Source: an optimization exercise on an open RTL-to-GDS flow (aim: small area, a short achievable clock period and few clock cycles per item). Production flows keep margins and buffers that such runs may drop. Only simulation tests tie the RTL to the original design; equivalence was not proved. Power figures rest on the tool's default switching activity, not on a simulated workload.

**flow/run.sh**
```bash
#!/bin/bash
# synth_recipe.tcl (not shown) runs the flow's synth.tcl, then flattens the netlist and writes it again
# the make line also repeats each setting of config.mk as NAME=value (left out here)
make -C /OpenROAD-flow-scripts/flow DESIGN_CONFIG=/design/flow/config.mk WORK_HOME=/design/flow/orfs CLKGATE_MAP_FILE= SYNTH_SCRIPT=/design/flow/synth_recipe.tcl finish
```
**flow/config.mk**
```make
export PLATFORM = sky130hd
export DESIGN_NAME = sorting_top
export DESIGN_NICKNAME = sorting_top
export VERILOG_FILES = /design/flow/design.v
export SDC_FILE = /design/flow/constraint.sdc
export NUM_CORES = 4
export LEC_CHECK = 0
export CAP_MARGIN = 20
export CORE_MARGIN = 2
export CORE_UTILIZATION = 40
export CTS_BUF_LIST = sky130_fd_sc_hd__clkbuf_8
export CTS_CLUSTER_DIAMETER = 60
export CTS_CLUSTER_SIZE = 20
export SETUP_SLACK_MARGIN = 2.6
export SLEW_MARGIN = 20
export SYNTH_HIERARCHICAL = 1
export SYNTH_MINIMUM_KEEP_SIZE = 0
export TNS_END_PERCENT = 5
```
**flow/constraint.sdc**
```tcl
create_clock -name core_clock -period 5.0 [get_ports {clk}]
set_input_delay 1.0000 -clock core_clock [delete_from_list [all_inputs] [get_ports {clk}]]
set_output_delay 1.0000 -clock core_clock [all_outputs]
set_load 0.01 [all_outputs]
```
**flow/design.v**
```verilog
module sorting_top #(
    parameter N = 8,
    parameter L = 4
)(
    input wire clk,
    input wire rst,
    input wire Rd,
    input wire WrInit,
    input wire [L-1:0] RAddr,
    input wire [N-1:0] DataIn,
    input wire start,
    output wire [N-1:0] DataOut,
    output wire done
);
    localparam K = 16;
    reg [N-1:0] r [0:K-1];    
    reg [L-1:0] o;            
    reg [N-1:0] rdat;         
    reg         busy;
    reg         done_r;
    wire go  = start & ~busy;
    wire wr  = WrInit & ~start & ~busy;
    wire rot = go | busy;     
    function automatic gt8(input [N-1:0] a, input [N-1:0] b);
        integer n;
        reg c;
        begin
            c = 1'b0;
            for (n = 0; n < N; n = n + 1)
                c = (a[n] & ~b[n]) | ((a[n] | ~b[n]) & c);
            gt8 = c;
        end
    endfunction
    wire [K/2-1:0] sw;
    genvar j, b;
    generate
        for (j = 0; j < K/2; j = j + 1) begin : g_ce
            assign sw[j] = rot && (o != 2*j+1) && gt8(r[2*j], r[2*j+1]);
        end
    endgenerate
    wire [N-1:0] nx [0:K-1];
    generate
        for (j = 0; j < K; j = j + 1) begin : g_slot
            wire ws = wr && RAddr == j;                  
            if (j % 2 == 1) begin : g_lo                  
                wire s_l = ~rst & rot & ~sw[j/2];          
                wire s_d = ~rst & ws;                      
                wire s_h = ~rst & ~s_l & ~ws;              
                for (b = 0; b < N; b = b + 1) begin : g_b
                    ao222 u_ao (.a(s_l), .x(r[j-1][b]), .c(s_d), .y(DataIn[b]),
                                .e(s_h), .z(r[j][b]), .q(nx[j][b]));
                end
            end else begin : g_hi                          
                wire s_2 = ~rst & rot & sw[((j+K-2)%K)/2];   
                wire s_1 = ~rst & rot & ~sw[((j+K-2)%K)/2];  
                wire s_d = ~rst & ws;
                wire s_h = ~rst & ~rot & ~ws;
                for (b = 0; b < N; b = b + 1) begin : g_b
                    ao2222 u_ao (.a(s_2), .w(r[(j+K-2)%K][b]), .c(s_1), .x(r[(j+K-1)%K][b]),
                                 .e(s_d), .y(DataIn[b]), .g(s_h), .z(r[j][b]), .q(nx[j][b]));
                end
            end
        end
    endgenerate
    wire [K-1:0] rhot;
    wire [N-1:0] rsel;
    generate
        for (j = 0; j < K; j = j + 1) begin : g_rhot
            assign rhot[j] = ~wr && RAddr == j;
        end
        for (b = 0; b < N; b = b + 1) begin : g_rmux
            wire [K-1:0] col;
            for (j = 0; j < K; j = j + 1) begin : g_col
                assign col[j] = r[j][b];
            end
            ao17 u_rm (.s({wr, rhot}), .d({DataIn[b], col}), .q(rsel[b]));
        end
    endgenerate
    integer i;
    always @(posedge clk) begin
        for (i = 0; i < K; i = i + 1)
            r[i] <= nx[i];
    end
    always @(posedge clk) begin
        rdat <= rsel;
        if (rst || !rot) o <= {L{1'b0}};
        else             o <= o + 1'b1;
        if (rst) begin
            busy <= 1'b0;
            done_r <= 1'b0;
        end else if (go) begin
            busy <= 1'b1;
            done_r <= 1'b0;
        end else if (busy && o == 4'd15) begin
            busy <= 1'b0;
            done_r <= 1'b1;
        end
    end
    assign DataOut = Rd ? rdat : {N{1'b0}};
    assign done = done_r;
endmodule
module ao222 (
    input wire a, x, c, y, e, z,
    output wire q
);
    assign q = (a & x) | (c & y) | (e & z);
endmodule
module ao2222 (
    input wire a, w, c, x, e, y, g, z,
    output wire q
);
    assign q = (a & w) | (c & x) | (e & y) | (g & z);
endmodule
module ao17 (
    input wire [16:0] s,
    input wire [16:0] d,
    output wire q
);
    assign q = |(s & d);
endmodule
```
==> PnR_summary.wiki, run 1 <==
{| class="wikitable"
! Metric !! Value
|-
| Skew-Pair Late Insertion Delay || 0.48 ns
|-
| Category of the most critical setup path || in -> reg
|-
| Hold Violations, Final || 0
|-
| Internal power || 0.00173 W
|-
| Headroom to the max-slew limit || 59.2%
|-
| Worst Hold Depth || 1
|-
| Max H-tree Level || 4
|-
| Cell with the biggest individual delay on the critical path || sky130_fd_sc_hd__clkdlybuf4s50_1
|-
| Synth top cells by count || 161 x sky130_fd_sc_hd__a22oi_1, 142 x sky130_fd_sc_hd__dfxtp_1, 121 x sky130_fd_sc_hd__inv_1
|-
| Fin worst setup slack || 2.51 ns
|-
| Critical path's most frequent cell || sky130_fd_sc_hd__nand2_4
|-
| Proportion of power drawn by the clock network || 41.2%
|-
| Minimum period implied by the final worst setup slack || 2.49 ns
|-
| Routed wire length per instance || 25.8 um
|-
| Count of unresolved DRC violations after routing || 0
|-
| TritonCTS buffer count || 17
|-
| Power spent charging and discharging nets || 0.000705 W
|-
| Area Growth Syn to Fin || 26.0%
|-
| Critical path data arrival time || 2.82 ns
|-
| Cell with the most instances after synthesis || sky130_fd_sc_hd__a22oi_1
|-
| Seq/Total Area, Yosys || 38.2%
|-
| Detailed Route Iter0 Violations || 1536
|-
| Area of the multi-input gates || 4770 um^2
|-
| Port Buf Inserts || 25
|-
| Critical Path Source Type || input pin
|-
| Std cell rows || 49
|-
| Grt ovf || 0
|-
| Post-detailed-route count of antenna-violating nets || 0
|-
| Worst clock skew on the final layout || 0.0152 ns
|-
| Startpoint of the worst hold path || o[0]
|-
| Total negative slack for setup checks || 0 ns
|-
| Core area || 18100 um^2
|-
| RD Place Congestion || 0.968
|-
| Number of buffer and inverter instances along the worst setup path || 1
|-
| Primary FF master, synth || sky130_fd_sc_hd__dfxtp_1
|-
| Register bit count reported by yosys || 142
|-
| Highest fanout seen on the critical path || 9
|-
| Largest net degree at the start of global routing || 18
|-
| Launch instance of the worst register-to-register path || r[12][0]
|-
| Family with the most delay on the worst path || simple AND/OR/NAND/NOR gates
|-
| Vias in the first global route || 7158
|-
| Post-Syn Area per Cell || 8.64 um^2
|-
| Crit path from || WrInit
|-
| HPWL after DPL || 20.7 mm
|-
| Top cell type by total area after synthesis || sky130_fd_sc_hd__dfxtp_1
|-
| Post-Place Setup Slack || 1.28 ns
|-
| Relative contribution of sequential cells to total power || 47.6%
|-
| Post-layout net count || 951
|-
| Net switching share of the total power || 29.0%
|-
| Number of antenna violations at the first check in global routing || 0
|-
| Wire length of the first global-routing pass || 45.1 mm
|-
| Die area || 19700 um^2
|-
| Total number of vias || 7972
|-
| Clock input transition at the sequential cells of the worst setup and hold paths || 0.09 ns
|-
| Width of the chip || 140 um
|-
| Leak Pwr || 3.87 nW
|-
| Total stage count of the critical path || 8
|-
| Top area cells in the synthesized netlist || sky130_fd_sc_hd__dfxtp_1 38%, sky130_fd_sc_hd__a22oi_1 16%, sky130_fd_sc_hd__a222oi_1 9.8%
|-
| Met2 track demand over resource in global routing || 44.3%
|-
| Total power density per cell area || 259 nW/um^2
|-
| R2R cell count || 8
|-
| Post-layout power || 0.00243 W
|-
| Max Clk Rate || 402 MHz
|-
| Number of antenna diodes || 0
|-
| Number of synthesized flops with an enable pin || 0
|-
| Detailed Route WL || 30.2 mm
|-
| RSZ-0062 raised after global routing || yes
|-
| Number of warnings issued by yosys || 9
|-
| Fraction of post-synthesis cell area in the top cell type by area || 38.2%
|-
| Library cell used as clock root buffer || sky130_fd_sc_hd__clkbuf_8
|-
| Layer carrying the most global-route usage || met2
|-
| Worst vdd rail ir drop || 180 uV
|-
| Setup-failing EPs final || 0
|-
| Clock tree from TritonCTS || yes
|-
| Hold buffer count at cts || 0
|-
| Fraction of met1 tracks used by global routing || 43.5%
|-
| Share of final-layout standard cells stronger than drive strength 1 || 22.3%
|-
| Starting Density || 41.1%
|-
| TritonCTS Sinks || 142
|-
| Data required time of the worst path || 5.33 ns
|-
| Worst hold margin || 0.474 ns
|-
| Longest individual stage delay on the worst path || 0.57 ns
|-
| Post-synthesis instance total || 861
|-
| Vertical extent of the die || 140 um
|-
| Status || finished clean
|-
| CP endpoint kind || flop
|-
| Number of iterations in the first detailed-routing pass || 8
|-
| Number of fill cells || 1623
|-
| Max-capacitance violation count || 0
|-
| Least-Margin Pin Slew || 0.612 ns
|-
| List of cells traversed by the critical path || clkdlybuf4s50_1, nand2_4, nand2_4, nor2_2, a22o_1, a221oi_2, and3_1, nand3_1
|-
| Post-synth cell types || 49
|-
| Worst min-delay path category || reg -> reg
|-
| Combinational share of power || 11.2%
|-
| Sequential cell area || 2860 um^2
|-
| Post-Synthesis Net Count || 880
|-
| Final Slew Violations || 0
|-
| Met3 Track Usage GR || 5.74%
|-
| Global-route total usage across every layer || 30.5%
|-
| Post-Synthesis Cell Area || 7440 um^2
|-
| Post-route fraction of the period consumed by the critical path || 49.8%
|-
| Clk buf depth || 2
|-
| Detail-routed via count per cell || 6.79
|-
| FFs w/ async S/R, synth || 0%
|-
| IO Count || 26
|}
registers in the layout (all words and copies together) (netlist names):
register	count
busy	1
done_r	1
o	4
r	128
rdat	8
path summary, 6_finish.rpt:
kind | to | slack, ns
setup reg to reg | r[13][2] | 2.61
hold reg to reg | o[0] | 0.47
hold / removal | o[0] | 0.47
setup / recovery | rdat[4] | 2.51
worst reg2reg max path, stage by stage, from the launching register on:
cell and delay [ns]:
sky130_fd_sc_hd__dfxtp_1 0.37, sky130_fd_sc_hd__nor2b_1 0.16, sky130_fd_sc_hd__maj3_2 0.31, sky130_fd_sc_hd__maj3_1 0.36
sky130_fd_sc_hd__o21a_1 0.21, sky130_fd_sc_hd__a311oi_4 0.37, sky130_fd_sc_hd__a211oi_4 0.12, sky130_fd_sc_hd__a222oi_1 0.32
sky130_fd_sc_hd__inv_1 0.07
placed cells by master (no fill, tap or decap), types with 8 or more instances in the layout:
| cell type | synthesis | routed |
|---|---|---|
| sky130_fd_sc_hd__nor3_4 | 0 | 12 |
| sky130_fd_sc_hd__clkdlybuf4s50_1 | 0 | 11 |
| sky130_fd_sc_hd__nor2b_1 | 20 | 18 |
| sky130_fd_sc_hd__a22oi_1 | 161 | 161 |
| sky130_fd_sc_hd__maj3_1 | 21 | 21 |
| sky130_fd_sc_hd__nand2_1 | 85 | 80 |
| sky130_fd_sc_hd__a21oi_2 | 0 | 8 |
| sky130_fd_sc_hd__a222oi_1 | 73 | 73 |
| sky130_fd_sc_hd__nor2_1 | 44 | 18 |
| sky130_fd_sc_hd__o22ai_1 | 14 | 14 |
| sky130_fd_sc_hd__a221oi_2 | 9 | 17 |
| sky130_fd_sc_hd__buf_4 | 0 | 31 |
| sky130_fd_sc_hd__nor2_2 | 0 | 14 |
| sky130_fd_sc_hd__a22o_1 | 8 | 8 |
| sky130_fd_sc_hd__dfxtp_1 | 142 | 134 |
| sky130_fd_sc_hd__nand3_1 | 12 | 10 |
| sky130_fd_sc_hd__inv_1 | 121 | 120 |
| sky130_fd_sc_hd__clkbuf_8 | 0 | 17 |
| sky130_fd_sc_hd__nor2_4 | 0 | 12 |
| sky130_fd_sc_hd__nand2b_1 | 16 | 13 |
what timing repair did:
| action | CTS | global route |
|---|---|---|
| setup buffers | 11 | 17 |
| pin swaps | 9 | 20 |
| endpoints found under the setup margin | 144 | 145 |
| resized for setup | 126 | 54 |
power groups by stage:
stage,logic [W],registers (W),clock network (W)
after floorplan,0.000115,0.00118,0
after global placement,0.000207,0.00118,0
after detailed placement,0.000206,0.00118,0
after CTS,0.000234,0.00116,0.00102
after global routing,0.000283,0.00116,0.00106
final,0.000272,0.00116,0.00100
through the flow:
stage	utilization [%]	instances	cell area (um^2)
finish	51.8	1174	9370
CTS	50.0	1157	9040
detailed placement	45.3	1114	8200
global placement	45.3	1114	8200
global route	51.8	1174	9370
floorplan	-	861	7640
layout make-up:
type	instances	area share, %
multi-input cells	587	50.9
inverters	121	4.85
well taps	229	3.06
repair buffers	63	6.26
clock buffers	17	2.50
flip-flops and latches	142	30.5
clock inverters	15	1.96
layer usage:
metal,up-vias,wire [um]
met2,507,12900
met1,3823,12600
li1,3525,-
met4,0,1460
met3,117,3240
met5,-,0
modules after synthesis (local to each module, per instance):
| module | area, um^2 | copies in the design |
|---|---|---|
| ao222 | 13.8 | 64 |
| sorting_top | 4660 | 1 |
| ao2222 | 18.8 | 64 |
| ao17 | 87.6 | 8 |
logic make-up after synthesis:
| family | after synthesis | share of synthesized area (%) |
|---|---|---|
| fa+ha+maj | 27 | 3.77 |
| xor+xnor | 2 | 0.235 |
| compound gates | 324 | 36.0 |
| simple gates | 234 | 15.1 |
| flops | 142 | 38.2 |
| buf+inv | 132 | 6.66 |
Testbench counts, summed over its fixed seeds: cycles 4,616, sorts 96.
==> run 2: changes to the inputs <==
--- a/flow/config.mk
+++ b/flow/config.mk
@@ -16,3 +16,2 @@
 export SYNTH_HIERARCHICAL = 1
 export SYNTH_MINIMUM_KEEP_SIZE = 0
-export TNS_END_PERCENT = 5
==> run 2 against run 1 <==
Net effect: power grew 5.2%; critical endpoint is now rdat[7]; clock power grew 13%; clock skew shrank 0.0027 ns; wire length grew 1.7%; via count grew 0.23%; global-route usage grew 0.54 points; first-iteration DRC count grew 2.1%; synthesized area is the same; fmax grew 4.0%; highest routed layer is now met5; critical path depth shrank 1; combinational power is essentially flat; largest cell class unchanged.
==> PnR_summary.wiki, run 2 <==
{| class="wikitable"
! Metric !! Value
|-
| Area Growth Syn to Fin || 27.5% (was 26.0%)
|-
| Sequential cell area || 2870 um^2 (was 2860 um^2)
|-
| Grt ovf || 0 (unchanged)
|-
| Vertical extent of the die || 140 um (unchanged)
|-
| HPWL after DPL || 21.1 mm (was 20.7 mm)
|-
| RD Place Congestion || 1.03 (was 0.968)
|-
| Number of antenna diodes || 0 (unchanged)
|-
| Setup-failing EPs final || 0 (unchanged)
|-
| Synth top cells by count || 161 x sky130_fd_sc_hd__a22oi_1, 142 x sky130_fd_sc_hd__dfxtp_1, 121 x sky130_fd_sc_hd__inv_1 (unchanged)
|-
| Post-layout instance count excluding filler cells || 1175 (was 1174)
|-
| Worst hold margin || 0.466 ns (was 0.474 ns)
|-
| Category of the most critical setup path || in -> reg (unchanged)
|-
| Number of placed instances with taps included || 1113 (was 1114)
|-
| Post-Syn Area per Cell || 8.64 um^2 (unchanged)
|-
| Flip-flop count of the largest register after layout || 128 (unchanged)
|-
| Layer carrying the most global-route usage || met2 (unchanged)
|-
| Port Buf Inserts || 25 (unchanged)
|-
| Clock input transition at the sequential cells of the worst setup and hold paths || 0.08 ns (was 0.09 ns)
|-
| Post-Synthesis Net Count || 880 (unchanged)
|-
| Number of fill cells || 1617 (was 1623)
|-
| RSZ-0062 raised after global routing || yes (unchanged)
|-
| Total negative slack for setup checks || 0 ns (unchanged)
|-
| Detailed Route WL || 30.7 mm (was 30.2 mm)
|-
| Final Slew Violations || 0 (unchanged)
|-
| Seq/Total Area, Yosys || 38.2% (unchanged)
|-
| Post-route fraction of the period consumed by the critical path || 47.9% (was 49.8%)
|-
| Critical path data arrival time || 2.71 ns (was 2.82 ns)
|-
| Number of warnings issued by yosys || 9 (unchanged)
|-
| Top cell type by total area after synthesis || sky130_fd_sc_hd__dfxtp_1 (unchanged)
|-
| Number of antenna violations at the first check in global routing || 1 (was 0)
|-
| Area of the multi-input gates || 4820 um^2 (was 4770 um^2)
|-
| Headroom to the max-slew limit || 43.8% (was 59.2%)
|-
| Clk buf depth || 2 (unchanged)
|-
| Register bit count reported by yosys || 142 (unchanged)
|-
| Post-detailed-route count of antenna-violating nets || 0 (unchanged)
|-
| Leading registers by flop count || r x128, rdat x8, o x4 (unchanged)
|-
| Vias in the first global route || 7311 (was 7158)
|-
| Total number of vias || 7990 (was 7972)
|-
| Leading cell types in the layout, fill and taps excluded || 161 x sky130_fd_sc_hd__a22oi_1, 127 x sky130_fd_sc_hd__dfxtp_1, 122 x sky130_fd_sc_hd__inv_1, 80 x sky130_fd_sc_hd__nand2_1, 73 x sky130_fd_sc_hd__a222oi_1 (was 161 x sky130_fd_sc_hd__a22oi_1, 134 x sky130_fd_sc_hd__dfxtp_1, 120 x sky130_fd_sc_hd__inv_1, 80 x sky130_fd_sc_hd__nand2_1, 73 x sky130_fd_sc_hd__a222oi_1)
|-
| Cell with the most instances after synthesis || sky130_fd_sc_hd__a22oi_1 (unchanged)
|-
| Worst clock skew on the final layout || 0.0125 ns (was 0.0152 ns)
|-
| Starting Density || 41.1% (unchanged)
|-
| Total power density per cell area || 270 nW/um^2 (was 259 nW/um^2)
|-
| Hold buffer count at cts || 0 (unchanged)
|-
| Share of final-layout standard cells stronger than drive strength 1 || 23.6% (was 22.3%)
|-
| Fraction of met1 tracks used by global routing || 42.6% (was 43.5%)
|-
| Highest fanout seen on the critical path || 10 (was 9)
|-
| Top area cells in the synthesized netlist || sky130_fd_sc_hd__dfxtp_1 38%, sky130_fd_sc_hd__a22oi_1 16%, sky130_fd_sc_hd__a222oi_1 9.8% (unchanged)
|-
| Detailed Route Iter0 Violations || 1569 (was 1536)
|-
| Worst vdd rail ir drop || 166 uV (was 180 uV)
|-
| Hold Violations, Final || 0 (unchanged)
|-
| Library cell used as clock root buffer || sky130_fd_sc_hd__clkbuf_8 (unchanged)
|-
| Die area || 19700 um^2 (unchanged)
|-
| Met3 Track Usage GR || 8.79% (was 5.74%)
|-
| Critical Path Source Type || input pin (unchanged)
|-
| Status || finished clean (unchanged)
|-
| Minimum period implied by the final worst setup slack || 2.39 ns (was 2.49 ns)
|-
| Worst Hold Depth || 1 (unchanged)
|-
| Global-route total usage across every layer || 31.0% (was 30.5%)
|-
| Width of the chip || 140 um (unchanged)
|-
| Max Clk Rate || 418 MHz (was 402 MHz)
|-
| Post-Synthesis Cell Area || 7440 um^2 (unchanged)
|-
| Met2 track demand over resource in global routing || 45.1% (was 44.3%)
|-
| Post-synthesis instance total || 861 (unchanged)
|-
| Most common cell after layout, fill and taps aside || sky130_fd_sc_hd__a22oi_1 (unchanged)
|-
| Skew-Pair Late Insertion Delay || 0.47 ns (was 0.48 ns)
|-
| Detail-routed via count per cell || 6.80 (was 6.79)
|-
| Largest net degree at the start of global routing || 18 (unchanged)
|-
| Worst min-delay path category || reg -> reg (unchanged)
|-
| TritonCTS buffer count || 17 (unchanged)
|-
| Routed wire length per instance || 26.2 um (was 25.8 um)
|-
| Post-synth cell types || 49 (unchanged)
|-
| Primary FF master, synth || sky130_fd_sc_hd__dfxtp_1 (unchanged)
|-
| Clock tree from TritonCTS || yes (unchanged)
|-
| Count of unresolved DRC violations after routing || 0 (unchanged)
|-
| Std cell rows || 49 (unchanged)
|-
| Fraction of post-synthesis cell area in the top cell type by area || 38.2% (unchanged)
|-
| Max H-tree Level || 4 (unchanged)
|-
| TritonCTS Sinks || 142 (unchanged)
|-
| Largest register by flop count || r (unchanged)
|-
| Wire length of the first global-routing pass || 46.0 mm (was 45.1 mm)
|-
| Number of synthesized flops with an enable pin || 0 (unchanged)
|-
| Data required time of the worst path || 5.32 ns (was 5.33 ns)
|-
| FFs w/ async S/R, synth || 0% (unchanged)
|-
| Least-Margin Pin Slew || 0.842 ns (was 0.612 ns)
|-
| R2R cell count || 8 (unchanged)
|-
| IO Count || 26 (unchanged)
|-
| Post-layout net count || 952 (was 951)
|-
| Core area || 18100 um^2 (unchanged)
|-
| Max-capacitance violation count || 0 (unchanged)
|-
| Number of iterations in the first detailed-routing pass || 7 (was 8)
|-
| Leak Pwr || 3.97 nW (was 3.87 nW)
|-
| CP endpoint kind || flop (unchanged)
|}
-- run 2: per-module statistics from Yosys, one instance, submodules excluded --
module,flip-flops and latches,cells,cell area (um^2),times used
ao17,0,11,87.6,8
ao2222,0,3,18.8,64
sorting_top,142,453,4660,1
ao222,0,2,13.8,64
-- run 2: critical path, stage by stage --
cell,delay (ns)
sky130_fd_sc_hd__clkdlybuf4s15_2,0.37
sky130_fd_sc_hd__nand2_1,0.36
sky130_fd_sc_hd__nor2_2,0.16
sky130_fd_sc_hd__a22o_1,0.27
sky130_fd_sc_hd__a221oi_2,0.16
sky130_fd_sc_hd__and3_1,0.25
sky130_fd_sc_hd__nand3_1,0.13
-- run 2: area by class of cell --
cell class	count	area share [%]
clock buffer	19	2.76
clock inverter	13	2.31
inverter	121	4.79
multi-input combinational	588	50.8
sequential	142	30.3
tap	229	3.02
timing repair buffer	63	6.04
-- run 2: worst paths after layout --
kind	from	to	slack [ns]
worst max-delay path	RAddr[1]	rdat[7]	2.61
worst min-delay path	o[0]	o[0]	0.47
worst max register to register	o[2]	r[13][7]	2.64
worst min register to register	o[0]	o[0]	0.47
-- run 2: metal layers --
layer	vias to the layer above	share of wire, %
met1	3790	41
met3	94	12
met4	2	4.1
li1	3532	-
met2	572	43
met5	-	0.023
-- run 2: cell families (layout without fill, tap and decap cells) --
family                   after synthesis  count (layout)  synth area share [%]
buffers and inverters                132             216                  6.66
adder cells (fa/ha/maj)               27              27                  3.77
AO/OA/AOI/OAI                        324             324                  36.0
flip-flops                           142             142                  38.2
XOR/XNOR                               2               2                 0.235
AND/OR/NAND/NOR                      234             235                  15.1
-- run 2: repair_timing --
item                                   in CTS  in global routing
gates cloned                                0                  1
endpoints found under the hold margin       0                  0
resized for setup                         129                 77
setup endpoints to repair                 144                141
setup buffers                              11                 18
pin swaps                                  11                 26
-- run 2: metrics by stage --
step           instance area (um^2)  setup WS, ns  util [%]  total power [W]
2_1_floorplan                  7680          2.46         -          0.00129
3_3_place_gp                   8240          1.27      45.5          0.00139
3_5_place_dp                   8240          1.20      45.5          0.00139
4_1_cts                        9080          2.60      50.2          0.00253
5_1_grt                        9490          2.52      52.5          0.00263
6_report                       9490          2.61      52.5          0.00256
-- run 2: report_power, final --
group	internal [W]	leakage (nW)	switching, W
logic	0.0000855	2.56	0.000187
registers	0.00114	1.15	0.0000182
clock network	0.000665	0.248	0.000462
==> run 3: changes to the inputs <==
==> flow/flow/run.sh (new file) <==
#!/bin/bash
# The standard layout (the standard.sh, standard synthesis unchanged),
# with clock tree synthesis told not to add dummy load cells.
set -euo pipefail
CTS="-sink_clustering_enable -repair_clock_nets -dont_use_dummy_load"
CTS="$CTS -buf_list sky130_fd_sc_hd__clkbuf_8 -sink_clustering_size 20 -sink_clustering_max_diameter 60"
bash standard.sh "CTS_ARGS=$CTS" finish > standard_finish.log 2>&1
==> flow/standard.sh (new file) <==
#!/bin/bash
# synth_recipe.tcl (not shown) runs the flow's synth.tcl, then flattens the netlist and writes it again
# the make line also repeats each setting of config.mk as NAME=value (left out here)
make -C /OpenROAD-flow-scripts/flow DESIGN_CONFIG=/design/flow/config.mk WORK_HOME=/design/flow/orfs CLKGATE_MAP_FILE= SYNTH_SCRIPT=/design/flow/synth_recipe.tcl "${@:-finish}"
removed: flow/run.sh
==> run 3 against run 2 <==
Net effect: combinational power hardly changed; final area is 2.8% lower; still clean; clock skew is 0.0080 ns higher; synthesized area stayed put; fmax hardly changed; final cell count is 1.4% lower.
==> PnR_summary.wiki, run 3 <==
{| class="wikitable"
! Metric !! Value
|-
| Seq/Total Area, Yosys || 38.2% (unchanged)
|-
| Largest net degree at the start of global routing || 18 (unchanged)
|-
| Post-detailed-route count of antenna-violating nets || 0 (unchanged)
|-
| Routed wire length per instance || 26.6 um (was 26.2 um)
|-
| Wire length of the first global-routing pass || 46.1 mm (was 46.0 mm)
|-
| Synth top cells by count || 161 x sky130_fd_sc_hd__a22oi_1, 142 x sky130_fd_sc_hd__dfxtp_1, 121 x sky130_fd_sc_hd__inv_1 (unchanged)
|-
| Post-Synthesis Cell Area || 7440 um^2 (unchanged)
|-
| Number of synthesized flops with an enable pin || 0 (unchanged)
|-
| TritonCTS Sinks || 142 (unchanged)
|-
| RSZ-0062 raised after global routing || yes (unchanged)
|-
| Vertical extent of the die || 140 um (unchanged)
|-
| Leading cell types in the layout, fill and taps excluded || 161 x sky130_fd_sc_hd__a22oi_1, 124 x sky130_fd_sc_hd__dfxtp_1, 120 x sky130_fd_sc_hd__inv_1, 80 x sky130_fd_sc_hd__nand2_1, 73 x sky130_fd_sc_hd__a222oi_1 (was 161 x sky130_fd_sc_hd__a22oi_1, 127 x sky130_fd_sc_hd__dfxtp_1, 122 x sky130_fd_sc_hd__inv_1, 80 x sky130_fd_sc_hd__nand2_1, 73 x sky130_fd_sc_hd__a222oi_1)
|-
| Startpoint of the worst hold path || o[0] (unchanged)
|-
| Post-synthesis instance total || 861 (unchanged)
|-
| R2R cell count || 8 (unchanged)
|-
| Starting Density || 41.1% (unchanged)
|-
| Worst clock skew on the final layout || 0.0205 ns (was 0.0125 ns)
|-
| Longest individual stage delay on the worst path || 0.13 ns (was 0.37 ns)
|-
| Setup-failing EPs final || 0 (unchanged)
|-
| Post-route fraction of the period consumed by the critical path || 47.8% (was 47.9%)
|-
| Launch instance of the worst register-to-register path || r[12][0] (was o[2])
|-
| Hold buffer count at cts || 0 (unchanged)
|-
| Register bit count reported by yosys || 142 (unchanged)
|-
| Headroom to the max-slew limit || 44.5% (was 43.8%)
|-
| Top area cells in the synthesized netlist || sky130_fd_sc_hd__dfxtp_1 38%, sky130_fd_sc_hd__a22oi_1 16%, sky130_fd_sc_hd__a222oi_1 9.8% (unchanged)
|-
| Largest register by flop count || r (unchanged)
|-
| Top cell type by total area after synthesis || sky130_fd_sc_hd__dfxtp_1 (unchanged)
|-
| Fraction of post-synthesis cell area in the top cell type by area || 38.2% (unchanged)
|-
| IO Count || 26 (unchanged)
|-
| TritonCTS buffer count || 17 (unchanged)
|-
| Area Growth Syn to Fin || 23.9% (was 27.5%)
|-
| Primary FF master, synth || sky130_fd_sc_hd__dfxtp_1 (unchanged)
|-
| Width of the chip || 140 um (unchanged)
|-
| Number of warnings issued by yosys || 9 (unchanged)
|-
| Total negative slack for setup checks || 0 ns (unchanged)
|-
| Post-Synthesis Net Count || 880 (unchanged)
|-
| Number of buffer and inverter instances along the worst setup path || 2 (was 1)
|-
| Number of antenna diodes || 0 (unchanged)
|-
| Most common cell after layout, fill and taps aside || sky130_fd_sc_hd__a22oi_1 (unchanged)
|-
| FFs w/ async S/R, synth || 0% (unchanged)
|-
| Critical path data arrival time || 1.39 ns (was 2.71 ns)
|-
| Clock tree from TritonCTS || yes (unchanged)
|-
| Crit path from || Rd (was RAddr[1])
|-
| Data required time of the worst path || 4.00 ns (was 5.32 ns)
|-
| Post-layout net count || 951 (was 952)
|-
| Post-layout power || 0.00213 W (was 0.00256 W)
|-
| Terminus of the critical flop-to-flop path || r[13][7] (unchanged)
|-
| Library cell used as clock root buffer || sky130_fd_sc_hd__clkbuf_8 (unchanged)
|-
| Critical Path Source Type || input pin (unchanged)
|-
| Post-Syn Area per Cell || 8.64 um^2 (unchanged)
|-
| Skew-Pair Late Insertion Delay || 0.45 ns (was 0.47 ns)
|-
| RD Place Congestion || 1.03 (unchanged)
|-
| Number of antenna violations at the first check in global routing || 1 (unchanged)
|-
| Highest fanout seen on the critical path || 8 (was 10)
|-
| Count of unresolved DRC violations after routing || 0 (unchanged)
|-
| Std cell rows || 49 (unchanged)
|-
| Minimum period implied by the final worst setup slack || 2.39 ns (about the same)
|-
| Max H-tree Level || 4 (unchanged)
|-
| Worst min-delay path category || reg -> reg (unchanged)
|-
| Leading registers by flop count || r x128, rdat x8, o x4 (unchanged)
|-
| Hold Violations, Final || 0 (unchanged)
|-
| Cell with the biggest individual delay on the critical path || sky130_fd_sc_hd__buf_4 (was sky130_fd_sc_hd__clkdlybuf4s15_2)
|-
| Detail-routed via count per cell || 6.85 (was 6.80)
|-
| Area of the multi-input gates || 4800 um^2 (was 4820 um^2)
|-
| CP endpoint kind || primary output (was flop)
|-
| Leak Pwr || 3.81 nW (was 3.97 nW)
|-
| Number of iterations in the first detailed-routing pass || 9 (was 7)
|-
| Cell with the most instances after synthesis || sky130_fd_sc_hd__a22oi_1 (unchanged)
|-
| Core area || 18100 um^2 (unchanged)
|-
| Least-Margin Pin Slew || 0.831 ns (was 0.842 ns)
|-
| Vias in the first global route || 7325 (was 7311)
|-
| List of cells traversed by the critical path || buf_4, and2_1, buf_2 (was clkdlybuf4s15_2, nand2_1, nor2_2, a22o_1, a221oi_2, and3_1, nand3_1)
|-
| Family with the most delay on the worst path || buffers and inverters (was simple AND/OR/NAND/NOR gates)
|-
| Max-capacitance violation count || 0 (unchanged)
|-
| Detailed Route Iter0 Violations || 1571 (was 1569)
|-
| Worst vdd rail ir drop || 157 uV (was 166 uV)
|-
| Clock input transition at the sequential cells of the worst setup and hold paths || 0.07 ns (was 0.08 ns)
|-
| Category of the most critical setup path || in -> out (was in -> reg)
|-
| Final Slew Violations || 0 (unchanged)
|-
| Share of final-layout standard cells stronger than drive strength 1 || 22.2% (was 23.6%)
|-
| Grt ovf || 0 (unchanged)
|-
| Port Buf Inserts || 25 (unchanged)
|-
| Clk buf depth || 2 (unchanged)
|-
| Flip-flop count of the largest register after layout || 128 (unchanged)
|-
| Post-synth cell types || 49 (unchanged)
|-
| Worst Hold Depth || 1 (unchanged)
|-
| Total number of vias || 7934 (was 7990)
|-
| Die area || 19700 um^2 (unchanged)
|-
| HPWL after DPL || 21.1 mm (unchanged)
|-
| Max Clk Rate || 418 MHz (about the same)
|-
| Sequential cell area || 2880 um^2 (was 2870 um^2)
|-
| Total power density per cell area || 230 nW/um^2 (was 270 nW/um^2)
|-
| Detailed Route WL || 30.9 mm (was 30.7 mm)
|-
| R2r setup slk || 2.66 ns (was 2.64 ns)
|-
| Global-route total usage across every layer || 30.9% (was 31.0%)
|-
| Status || finished clean (unchanged)
|-
| Number of fill cells || 1644 (was 1617)
|-
| Endpoint of the worst hold-timing path || o[0] (unchanged)
|}
[run 3: cell counts after synthesis]
Identical to the previous run, type by type.
[run 3: modules after synthesis (local to each module, per instance)]
module | flops+latches | cells
sorting_top | 142 | 453
ao17 | 0 | 11
ao2222 | 0 | 3
ao222 | 0 | 2
[run 3: area by class of cell]
| cell class | count | area share, % |
|---|---|---|
| clock buffers | 17 | 2.54 |
| inverters | 121 | 4.92 |
| multi-input cells | 588 | 52.0 |
| flip-flops and latches | 142 | 31.2 |
| well taps | 229 | 3.11 |
| repair buffers | 62 | 6.23 |
[run 3: cell families after synthesis]
group	Yosys count	share of synthesized area [%]
compound gates	324	36.0
simple gates	234	15.1
flops	142	38.2
buf+inv	132	6.66
fa+ha+maj	27	3.77
xor+xnor	2	0.235
[run 3: layer usage]
layer  up-vias  part of all wire [%]  global-route usage (%)
met2       557                    43                    45.4
met4         2                   4.4                    13.7
met5         -                 0.023                       0
li1       3511                     -                       -
met3       104                    11                    9.54
met1      3760                    41                    41.8
[run 3: power by group]
group          leakage, nW  switching (W)  internal (W)
registers             1.16      0.0000183       0.00114
logic                 2.53       0.000185     0.0000851
clock network        0.122       0.000398      0.000299
[run 3: worst max-delay path by stage]
stage                             to  slack, ns  depth (start not counted)
final                     DataOut[6]       2.61                          3
after global routing         r[7][3]       2.53                          9
after CTS                    r[7][3]       2.59                          8
after detailed placement     r[7][3]       1.20                          8
after global placement       r[7][3]       1.27                          8
after floorplan             r[13][0]       2.46                          8
[run 3: worst register-to-register path: cells and delay by family, from the launching register on]
kind            cells  cell delay, ns
compound gates      4            1.04
flops               1            0.35
fa+ha+maj           2            0.62
buf+inv             1            0.08
simple gates        1            0.13
[run 3: through the flow]
stage	worst slack [ns]	utilization (%)	instances	instance area [um^2]	hold slack (ns)
final	2.61	51.0	1159	9220	0.463
after global routing	2.53	51.0	1159	9220	0.489
after CTS	2.59	49.0	1143	8860	0.470
after detailed placement	1.20	45.5	1113	8240	0.455
after global placement	1.27	45.5	1113	8240	0.449
after floorplan	2.46	-	861	7680	0.433
[run 3: timing repair]
item / 4_1_cts / 5_1_grt
gates resized for setup: 133 / 70
buffers inserted: 13 / 15
endpoints found under the setup margin: 144 / 135
cloned: 0 / 1
pin swaps: 13 / 25
==> run 4: changes to the inputs <==
--- a/flow/config.mk
+++ b/flow/config.mk
@@ -12,5 +12,5 @@
 export CTS_CLUSTER_DIAMETER = 60
 export CTS_CLUSTER_SIZE = 20
-export SETUP_SLACK_MARGIN = 2.6
+export SETUP_SLACK_MARGIN = 2.5
 export SLEW_MARGIN = 20
 export SYNTH_HIERARCHICAL = 1
==> run 4 against run 3 <==
Net effect: still clean on timing, DRC and antenna; synthesized area unchanged; worst hold slack better by 0.013 ns; sequential share of layout area grew 0.90 points; clock skew grew 0.012 ns; largest cell class unchanged.
==> PnR_summary.wiki, run 4 <==
{| class="wikitable"
! Metric !! Value
|-
| Status || finished clean (unchanged)
|-
| Seq/Total Area, Yosys || 38.2% (unchanged)
|-
| CP endpoint kind || flop (was primary output)
|-
| Number of warnings issued by yosys || 9 (unchanged)
|-
| Largest net degree at the start of global routing || 18 (unchanged)
|-
| Worst min-delay path category || reg -> reg (unchanged)
|-
| RSZ-0062 raised after global routing || yes (unchanged)
|-
| Number of antenna violations at the first check in global routing || 0 (was 1)
|-
| Post-Synthesis Cell Area || 7440 um^2 (unchanged)
|-
| Primary FF master, synth || sky130_fd_sc_hd__dfxtp_1 (unchanged)
|-
| Vias in the first global route || 7294 (was 7325)
|-
| Core area || 18100 um^2 (unchanged)
|-
| Minimum period implied by the final worst setup slack || 2.47 ns (was 2.39 ns)
|-
| Std cell rows || 49 (unchanged)
|-
| Data required time of the worst path || 5.39 ns (was 4.00 ns)
|-
| List of cells traversed by the critical path || clkdlybuf4s18_2, nand2b_1, or3_4, nor3_4, buf_4, a22oi_1, nand2_1 (was buf_4, and2_1, buf_2)
|-
| TritonCTS buffer count || 17 (unchanged)
|-
| RD Place Congestion || 1.03 (about the same)
|-
| Number of synthesized flops with an enable pin || 0 (unchanged)
|-
| Detailed Route WL || 30.9 mm (about the same)
|-
| Most common cell after layout, fill and taps aside || sky130_fd_sc_hd__a22oi_1 (unchanged)
|-
| Worst Hold Depth || 1 (unchanged)
|-
| Detailed Route Iter0 Violations || 1326 (was 1571)
|-
| Worst vdd rail ir drop || 155 uV (was 157 uV)
|-
| Share of final-layout standard cells stronger than drive strength 1 || 19.0% (was 22.2%)
|-
| Port Buf Inserts || 25 (unchanged)
|-
| Library cell used as clock root buffer || sky130_fd_sc_hd__clkbuf_8 (unchanged)
|-
| Fraction of post-synthesis cell area in the top cell type by area || 38.2% (unchanged)
|-
| Synth top cells by count || 161 x sky130_fd_sc_hd__a22oi_1, 142 x sky130_fd_sc_hd__dfxtp_1, 121 x sky130_fd_sc_hd__inv_1 (unchanged)
|-
| Total stage count of the critical path || 7 (was 3)
|-
| Leading cell types in the layout, fill and taps excluded || 160 x sky130_fd_sc_hd__a22oi_1, 128 x sky130_fd_sc_hd__dfxtp_1, 120 x sky130_fd_sc_hd__inv_1, 80 x sky130_fd_sc_hd__nand2_1, 73 x sky130_fd_sc_hd__a222oi_1 (was 161 x sky130_fd_sc_hd__a22oi_1, 124 x sky130_fd_sc_hd__dfxtp_1, 120 x sky130_fd_sc_hd__inv_1, 80 x sky130_fd_sc_hd__nand2_1, 73 x sky130_fd_sc_hd__a222oi_1)
|-
| Post-synth cell types || 49 (unchanged)
|-
| Clk buf depth || 2 (unchanged)
|-
| Setup-failing EPs final || 0 (unchanged)
|-
| Top cell type by total area after synthesis || sky130_fd_sc_hd__dfxtp_1 (unchanged)
|-
| Width of the chip || 140 um (unchanged)
|-
| Routed wire length per instance || 26.9 um (was 26.6 um)
|-
| Family with the most delay on the worst path || simple AND/OR/NAND/NOR gates (was buffers and inverters)
|-
| IO Count || 26 (unchanged)
|-
| Hold Violations, Final || 0 (unchanged)
|-
| Highest fanout seen on the critical path || 10 (was 8)
|-
| Max H-tree Level || 4 (unchanged)
|-
| Post-detailed-route count of antenna-violating nets || 0 (unchanged)
|-
| Post-layout power || 0.00210 W (was 0.00213 W)
|-
| Post-route fraction of the period consumed by the critical path || 49.5% (was 47.8%)
|-
| R2R cell count || 8 (unchanged)
|-
| Flip-flop count of the largest register after layout || 128 (unchanged)
|-
| Top area cells in the synthesized netlist || sky130_fd_sc_hd__dfxtp_1 38%, sky130_fd_sc_hd__a22oi_1 16%, sky130_fd_sc_hd__a222oi_1 9.8% (unchanged)
|-
| Area Growth Syn to Fin || 19.8% (was 23.9%)
|-
| Register bit count reported by yosys || 142 (unchanged)
|-
| Design Area, Final || 8920 um^2 (was 9220 um^2)
|-
| Headroom to the max-slew limit || 27.2% (was 44.5%)
|-
| Largest register by flop count || r (unchanged)
|-
| Number of buffer and inverter instances along the worst setup path || 2 (unchanged)
|-
| Detail-routed via count per cell || 6.91 (was 6.85)
|-
| Count of unresolved DRC violations after routing || 0 (unchanged)
|-
| Post-Synthesis Net Count || 880 (unchanged)
|-
| Post-Syn Area per Cell || 8.64 um^2 (unchanged)
|-
| FFs w/ async S/R, synth || 0% (unchanged)
|-
| Post-synthesis instance total || 861 (unchanged)
|-
| Cell with the most instances after synthesis || sky130_fd_sc_hd__a22oi_1 (unchanged)
|-
| Total number of vias || 7944 (was 7934)
|-
| Clock tree from TritonCTS || yes (unchanged)
|-
| Leading registers by flop count || r x128, rdat x8, o x4 (unchanged)
|-
| Vertical extent of the die || 140 um (unchanged)
|-
| Leak Pwr || 3.67 nW (was 3.81 nW)
|-
| TritonCTS Sinks || 142 (unchanged)
|-
| Worst clock skew on the final layout || 0.0329 ns (was 0.0205 ns)
|-
| Critical Path Source Type || input pin (unchanged)
|-
| Max-capacitance violation count || 0 (unchanged)
|-
| Final Slew Violations || 0 (unchanged)
|-
| Global-route total usage across every layer || 31.2% (was 30.9%)
|-
| Post-Place Setup Slack || 1.15 ns (was 1.20 ns)
|-
| Clock input transition at the sequential cells of the worst setup and hold paths || 0.08 ns (was 0.07 ns)
|-
| Total negative slack for setup checks || 0 ns (unchanged)
|-
| HPWL after DPL || 21.8 mm (was 21.1 mm)
|-
| Number of antenna diodes || 0 (unchanged)
|-
| Worst hold margin || 0.477 ns (was 0.463 ns)
|-
| Die area || 19700 um^2 (unchanged)
|-
| Placement Cell Area || 8110 um^2 (was 8240 um^2)
|-
| Max Clk Rate || 404 MHz (was 418 MHz)
|-
| Grt ovf || 0 (unchanged)
|-
| Least-Margin Pin Slew || 1.09 ns (was 0.831 ns)
|-
| Fin worst setup slack || 2.53 ns (was 2.61 ns)
|-
| Longest individual stage delay on the worst path || 0.49 ns (was 0.13 ns)
|-
| Starting Density || 41.1% (unchanged)
|-
| Post-layout net count || 942 (was 951)
|-
| Skew-Pair Late Insertion Delay || 0.46 ns (was 0.45 ns)
|-
| Number of iterations in the first detailed-routing pass || 8 (was 9)
|-
| Wire length of the first global-routing pass || 46.1 mm (about the same)
|-
| Category of the most critical setup path || in -> reg (was in -> out)
|-
| Total power density per cell area || 235 nW/um^2 (was 230 nW/um^2)
|-
| Cell with the biggest individual delay on the critical path || sky130_fd_sc_hd__or3_4 (was sky130_fd_sc_hd__buf_4)
|-
| Critical path data arrival time || 2.86 ns (was 1.39 ns)
|}
## run 4: cell counts after synthesis
Identical to the previous run, type by type.
## run 4: worst paths after layout
kind	from	to	slack, ns
max	RAddr[0]	r[2][7]	2.53
min	o[0]	o[0]	0.48
max reg2reg	r[2][0]	r[4][7]	2.60
min reg2reg	o[0]	o[0]	0.48
## run 4: what timing repair did
action,CTS,global route
setup buffers,7,3
endpoints found under the setup margin,144,140
gates resized for setup,103,78
pin swaps,6,11
hold buffers,0,0
cloned,0,2
## run 4: layout make-up
type | count | area (um^2)
Fill cell | 1733 | 9170
Multi-Input combinational cell | 589 | 4630
Sequential cell | 142 | 2860
Inverter | 121 | 454
Timing Repair Buffer | 52 | 445
Tap cell | 229 | 287
Clock buffer | 17 | 234
## run 4: stage by stage
| stage | util [%] | cells |
|---|---|---|
| 5_1_grt | 49.3 | 1150 |
| 4_1_cts | 48.0 | 1145 |
| 3_5_place_dp | 44.8 | 1121 |
| 2_1_floorplan | - | 861 |
| 6_report | 49.3 | 1150 |
| 3_3_place_gp | 44.8 | 1121 |
## run 4: modules after synthesis (local to each module, per instance)
module       area, um^2  flops+latches  times used  cells inside
ao2222             18.8              0          64             3
ao222              13.8              0          64             2
sorting_top        4660            142           1           453
ao17               87.6              0           8            11
## run 4: layer usage
metal	GRT usage, %	up-vias	wire length (um)
met4	13.5	0	1320
met2	47.4	570	13700
met5	0	-	0
met1	41.7	3795	12400
met3	8.10	88	3510
li1	-	3491	-
## run 4: kinds of logic after synthesis
group / share of synthesized area, %
fa+ha+maj: 3.77
xor+xnor: 0.235
flops: 38.2
compound gates: 36.0
buf+inv: 6.66
simple gates: 15.1
## run 4: power breakdown
group          switching (W)  total, W  leakage [nW]  internal (W)
Combinational       0.000176  0.000247          2.40     0.0000709
Sequential         0.0000191   0.00116          1.15       0.00114
Clock               0.000392  0.000691         0.122      0.000300
## run 4: worst register-to-register path, delay by kind of cell, from the launching register on
| family | cells | cell delay, ns |
|---|---|---|
| compound gates | 3 | 0.48 |
| fa+ha+maj | 1 | 0.35 |
| flops | 1 | 0.46 |
| simple gates | 4 | 1.02 |
==> run 5: changes to the inputs <==
==> flow/flow/run.sh (replaced) <==
#!/bin/bash
# The standard layout (the standard.sh, standard synthesis unchanged),
# with clock tree synthesis told not to add dummy load cells.
set -euo pipefail
CTS="-sink_clustering_enable -repair_clock_nets -dont_use_dummy_load"
CTS="$CTS -buf_list sky130_fd_sc_hd__clkbuf_4 -sink_clustering_size 12 -sink_clustering_max_diameter 50"
bash standard.sh "CTS_ARGS=$CTS" finish > standard_finish.log 2>&1
--- a/flow/config.mk
+++ b/flow/config.mk
@@ -9,8 +9,8 @@
 export CORE_MARGIN = 2
 export CORE_UTILIZATION = 40
-export CTS_BUF_LIST = sky130_fd_sc_hd__clkbuf_8
-export CTS_CLUSTER_DIAMETER = 60
-export CTS_CLUSTER_SIZE = 20
-export SETUP_SLACK_MARGIN = 2.5
+export CTS_BUF_LIST = sky130_fd_sc_hd__clkbuf_4
+export CTS_CLUSTER_DIAMETER = 50
+export CTS_CLUSTER_SIZE = 12
+export SETUP_SLACK_MARGIN = 2.6
 export SLEW_MARGIN = 20
 export SYNTH_HIERARCHICAL = 1
==> run 5 against run 4 <==
Net effect: fmax up 0.58%; final area is 2.7% higher; sequential share of layout area fell by 0.62 points; via count increased by 0.64%; die area is the same; global-route usage decreased by 0.21 points; largest cell class unchanged.
==> PnR_summary.wiki, run 5 <==
{| class="wikitable"
! Metric !! Value
|-
| Clk buf depth || 2 (unchanged)
|-
| Highest fanout seen on the critical path || 8 (was 10)
|-
| Worst hold margin || 0.470 ns (was 0.477 ns)
|-
| Most common cell after layout, fill and taps aside || sky130_fd_sc_hd__a22oi_1 (unchanged)
|-
| Global-route total usage across every layer || 30.9% (was 31.2%)
|-
| Detailed Route WL || 30.9 mm (about the same)
|-
| Primary FF master, synth || sky130_fd_sc_hd__dfxtp_1 (unchanged)
|-
| Cell with the most instances after synthesis || sky130_fd_sc_hd__a22oi_1 (unchanged)
|-
| Power spent charging and discharging nets || 0.000581 W (was 0.000587 W)
|-
| Leading registers by flop count || r x128, rdat x8, o x4 (unchanged)
|-
| Number of synthesized flops with an enable pin || 0 (unchanged)
|-
| Top cell type by total area after synthesis || sky130_fd_sc_hd__dfxtp_1 (unchanged)
|-
| Number of iterations in the first detailed-routing pass || 16 (was 8)
|-
| Worst min-delay path category || reg -> reg (unchanged)
|-
| TritonCTS Sinks || 142 (unchanged)
|-
| Count of unresolved DRC violations after routing || 0 (unchanged)
|-
| Critical path data arrival time || 2.89 ns (was 2.86 ns)
|-
| Register bit count reported by yosys || 142 (unchanged)
|-
| Post-synthesis share of cell area spent on xor and xnor gates || 0.235% (unchanged)
|-
| Leading cell types in the layout, fill and taps excluded || 160 x sky130_fd_sc_hd__a22oi_1, 120 x sky130_fd_sc_hd__inv_1, 120 x sky130_fd_sc_hd__dfxtp_1, 80 x sky130_fd_sc_hd__nand2_1, 73 x sky130_fd_sc_hd__a222oi_1 (was 160 x sky130_fd_sc_hd__a22oi_1, 128 x sky130_fd_sc_hd__dfxtp_1, 120 x sky130_fd_sc_hd__inv_1, 80 x sky130_fd_sc_hd__nand2_1, 73 x sky130_fd_sc_hd__a222oi_1)
|-
| Post-Synthesis Net Count || 880 (unchanged)
|-
| Total number of vias || 7995 (was 7944)
|-
| Width of the chip || 140 um (unchanged)
|-
| Seq/Total Area, Yosys || 38.2% (unchanged)
|-
| Net switching share of the total power || 29.6% (was 27.9%)
|-
| Leak Pwr || 3.77 nW (was 3.67 nW)
|-
| RD Place Congestion || 1.03 (about the same)
|-
| Largest net degree at the start of global routing || 18 (unchanged)
|-
| Detailed Route Iter0 Violations || 1516 (was 1326)
|-
| FFs w/ async S/R, synth || 0% (unchanged)
|-
| IO Count || 26 (unchanged)
|-
| Share of final-layout standard cells stronger than drive strength 1 || 23.3% (was 19.0%)
|-
| Longest individual stage delay on the worst path || 0.49 ns (about the same)
|-
| RSZ-0062 raised after global routing || yes (unchanged)
|-
| Area Growth Syn to Fin || 23.0% (was 19.8%)
|-
| Total negative slack for setup checks || 0 ns (unchanged)
|-
| Wire length of the first global-routing pass || 46.1 mm (about the same)
|-
| Post-synthesis instance total || 861 (unchanged)
|-
| Minimum period implied by the final worst setup slack || 2.46 ns (was 2.47 ns)
|-
| Top area cells in the synthesized netlist || sky130_fd_sc_hd__dfxtp_1 38%, sky130_fd_sc_hd__a22oi_1 16%, sky130_fd_sc_hd__a222oi_1 9.8% (unchanged)
|-
| Simple-gate portion of the synthesized area || 15.1% (unchanged)
|-
| Proportion of power drawn by the clock network || 27.1% (was 32.9%)
|-
| Post-detailed-route count of antenna-violating nets || 0 (unchanged)
|-
| CP endpoint kind || flop (unchanged)
|-
| Starting Density || 41.1% (unchanged)
|-
| Fraction of synthesized area in multiplexers || 0% (unchanged)
|-
| Port Buf Inserts || 25 (unchanged)
|-
| Post-synth cell types || 49 (unchanged)
|-
| Number of warnings issued by yosys || 9 (unchanged)
|-
| Clock input transition at the sequential cells of the worst setup and hold paths || 0.11 ns (was 0.08 ns)
|-
| Std cell rows || 49 (unchanged)
|-
| Synth top cells by count || 161 x sky130_fd_sc_hd__a22oi_1, 142 x sky130_fd_sc_hd__dfxtp_1, 121 x sky130_fd_sc_hd__inv_1 (unchanged)
|-
| Number of buffer and inverter instances along the worst setup path || 3 (was 2)
|-
| Clock tree from TritonCTS || yes (unchanged)
|-
| Total power density per cell area || 214 nW/um^2 (was 235 nW/um^2)
|-
| Relative contribution of sequential cells to total power || 59.0% (was 55.3%)
|-
| Cell with the biggest individual delay on the critical path || sky130_fd_sc_hd__dfxtp_1 (was sky130_fd_sc_hd__or3_4)
|-
| Vertical extent of the die || 140 um (unchanged)
|-
| Hold Violations, Final || 0 (unchanged)
|-
| Post-route fraction of the period consumed by the critical path || 49.2% (was 49.5%)
|-
| Max Clk Rate || 407 MHz (was 404 MHz)
|-
| Detail-routed via count per cell || 6.89 (was 6.91)
|-
| Synth Area in Adders || 3.77% (unchanged)
|-
| Post-layout net count || 952 (was 942)
|-
| Status || finished clean (unchanged)
|-
| Family with the most delay on the worst path || adder cells (was simple AND/OR/NAND/NOR gates)
|-
| Data required time of the worst path || 5.44 ns (was 5.39 ns)
|-
| Dominant combinational cell family by area after synthesis || compound AO/OA/AOI/OAI gates (unchanged)
|-
| Headroom to the max-slew limit || 46.7% (was 27.2%)
|-
| List of cells traversed by the critical path || inv_1, maj3_1, maj3_1, o21ai_2, a221oi_2, buf_4, a222oi_1, inv_1 (was clkdlybuf4s18_2, nand2b_1, or3_4, nor3_4, buf_4, a22oi_1, nand2_1)
|-
| Fraction of post-synthesis cell area in the top cell type by area || 38.2% (unchanged)
|-
| Max-capacitance violation count || 0 (unchanged)
|-
| Skew-Pair Late Insertion Delay || 0.56 ns (was 0.46 ns)
|-
| Combinational share of power || 13.9% (was 11.8%)
|-
| Largest register by flop count || r (unchanged)
|-
| Number of fill cells || 1660 (was 1733)
|-
| Routed wire length per instance || 26.6 um (was 26.9 um)
|-
| Post-Syn Area per Cell || 8.64 um^2 (unchanged)
|-
| Library cell used as clock root buffer || sky130_fd_sc_hd__clkbuf_4 (was sky130_fd_sc_hd__clkbuf_8)
|-
| Worst clock skew on the final layout || 0.0310 ns (was 0.0329 ns)
|-
| TritonCTS buffer count || 17 (unchanged)
|-
| Final Slew Violations || 0 (unchanged)
|-
| Least-Margin Pin Slew || 0.797 ns (was 1.09 ns)
|-
| Core area || 18100 um^2 (unchanged)
|-
| Vias in the first global route || 7350 (was 7294)
|-
| Post-Synthesis Cell Area || 7440 um^2 (unchanged)
|-
| Synthesized-area fraction occupied by ao, oa, aoi and oai cells || 36.0% (unchanged)
|-
| Grt ovf || 0 (unchanged)
|-
| Worst vdd rail ir drop || 156 uV (was 155 uV)
|-
| Critical Path Source Type || flop (was input pin)
|-
| Setup-failing EPs final || 0 (unchanged)
|-
| Internal power || 0.00138 W (was 0.00151 W)
|-
| Category of the most critical setup path || reg -> reg (was in -> reg)
|-
| Max H-tree Level || 4 (unchanged)
|-
| HPWL after DPL || 21.1 mm (was 21.8 mm)
|-
| Number of antenna violations at the first check in global routing || 1 (was 0)
|-
| Flip-flop count of the largest register after layout || 128 (unchanged)
|-
| Die area || 19700 um^2 (unchanged)
|}
-- run 5: cell count changes in the layout (fill, tap and decap cells not counted), moves of 5 or more --
cell	delta
sky130_fd_sc_hd__nor3_4	+5
sky130_fd_sc_hd__clkbuf_8	-17
sky130_fd_sc_hd__and2_4	+12
sky130_fd_sc_hd__buf_4	+9
sky130_fd_sc_hd__clkbuf_4	+17
sky130_fd_sc_hd__nor3_1	-5
sky130_fd_sc_hd__and2_1	-7
sky130_fd_sc_hd__and2_2	-5
sky130_fd_sc_hd__clkbuf_2	-7
sky130_fd_sc_hd__dfxtp_1	-8
-- run 5: routing by layer --
metal  track usage [%]  up-vias  part of all wire [%]
met5                 0        -                     0
met4              12.5        0                   4.4
met3              9.37      107                    12
met2              45.5      614                    43
met1              42.4     3761                    41
li1                  -     3513                     -
-- run 5: per-stage QoR --
| step | instances | util (%) | total power, W | worst slack (ns) | instance area, um^2 |
|---|---|---|---|---|---|
| floorplan | 861 | - | 0.00129 | 2.46 | 7680 |
| global placement | 1113 | 45.5 | 0.00139 | 1.27 | 8240 |
| detailed placement | 1113 | 45.5 | 0.00139 | 1.20 | 8240 |
| CTS | 1142 | 48.3 | 0.00193 | 2.59 | 8730 |
| global route | 1161 | 50.6 | 0.00203 | 2.51 | 9160 |
| finish | 1161 | 50.6 | 0.00196 | 2.54 | 9160 |
-- run 5: worst reg2reg max path, stage by stage (launching register included) --
cell and delay [ns]:
sky130_fd_sc_hd__dfxtp_1 0.49, sky130_fd_sc_hd__inv_1 0.10, sky130_fd_sc_hd__maj3_1 0.36, sky130_fd_sc_hd__maj3_1 0.38
sky130_fd_sc_hd__o21ai_2 0.23, sky130_fd_sc_hd__a221oi_2 0.10, sky130_fd_sc_hd__buf_4 0.19, sky130_fd_sc_hd__a222oi_1 0.38
sky130_fd_sc_hd__inv_1 0.12
-- run 5: cells by family (layout without fill, tap and decap cells) --
logic type | after synthesis | in the layout
flops | 142 | 142
buf+inv | 132 | 201
compound gates | 324 | 324
simple gates | 234 | 235
xor+xnor | 2 | 2
other cells | 0 | 1
fa+ha+maj | 27 | 27
-- run 5: area by class of cell --
cell class	count	area, um^2	area share [%]
timing repair buffer	63	579	6.33
tap	229	287	3.13
antenna	1	2.50	0.0273
sequential	142	2880	31.5
clock buffer	17	128	1.39
multi-input combinational	588	4820	52.7
inverter	121	454	4.96
-- run 5: Yosys stat by module (local to each module, per instance) --
module       times used  cell area, um^2
sorting_top           1             4660
ao2222               64             18.8
ao222                64             13.8
ao17                  8             87.6
-- run 5: power groups by stage --
| stage | registers, W | logic [W] | clock network, W |
|---|---|---|---|
| 2_1_floorplan | 0.00118 | 0.000118 | 0 |
| 3_3_place_gp | 0.00118 | 0.000209 | 0 |
| 3_5_place_dp | 0.00118 | 0.000208 | 0 |
| 4_1_cts | 0.00116 | 0.000233 | 0.000540 |
| 5_1_grt | 0.00116 | 0.000285 | 0.000583 |
| 6_report | 0.00116 | 0.000273 | 0.000531 |
-- run 5: path summary, 6_finish.rpt --
kind	from	to	slack, ns	cells past startpoint
max	r[3][6]	r[3][7]	2.54	8
min	o[0]	o[0]	0.47	1
max reg2reg	r[3][6]	r[3][7]	2.54	8
min reg2reg	o[0]	o[0]	0.47	1
-- run 5: what timing repair did --
item                                    in CTS  in global routing
pin swaps                                   12                 25
endpoints found under the setup margin     145                126
cloned                                       0                  1
setup buffers                               12                 17
hold buffers                                 0                  0
gates resized for setup                    125                 78

re-timing with driven ports:
The flow's constraints put no driver on any port. The routed layouts listed below were extracted and timed again, unchanged, in two steps.
Step 1: set_driving_cell puts a clkbuf_16 on clk and a buf_2 on each other input, an assumption about the parent block.
Step 2 also shifts input and output timing later by t, the mid clock arrival at the registers, as if the neighbouring blocks saw the same clock.
Slacks: ideal ports / drivers / drivers and shift; pairs: ideal ports / drivers.
run	t, ns	setup slack, ns	hold slack, ns	worst setup path after step 2	worst register clock-pin slew, ns
run 1	0.514	2.510 / 2.523 / 2.009	0.474 / 0.474 / 0.474	input to register	0.09 / 0.09
run 2	0.497	2.606 / 2.582 / 2.120	0.466 / 0.466 / 0.466	input to register	0.09 / 0.09
run 3	0.483	2.608 / 2.582 / 2.141	0.463 / 0.463 / 0.463	input to register	0.08 / 0.08
run 4	0.490	2.527 / 2.550 / 2.060	0.477 / 0.477 / 0.477	input to register	0.09 / 0.09
run 5	0.587	2.541 / 2.541 / 2.001	0.470 / 0.470 / 0.470	input to register	0.12 / 0.12
After both steps every run listed still meets setup and hold. For run 5, which loses most, drivers alone change the setup slack by 0.000 ns; drivers and shift together by -0.540 ns.
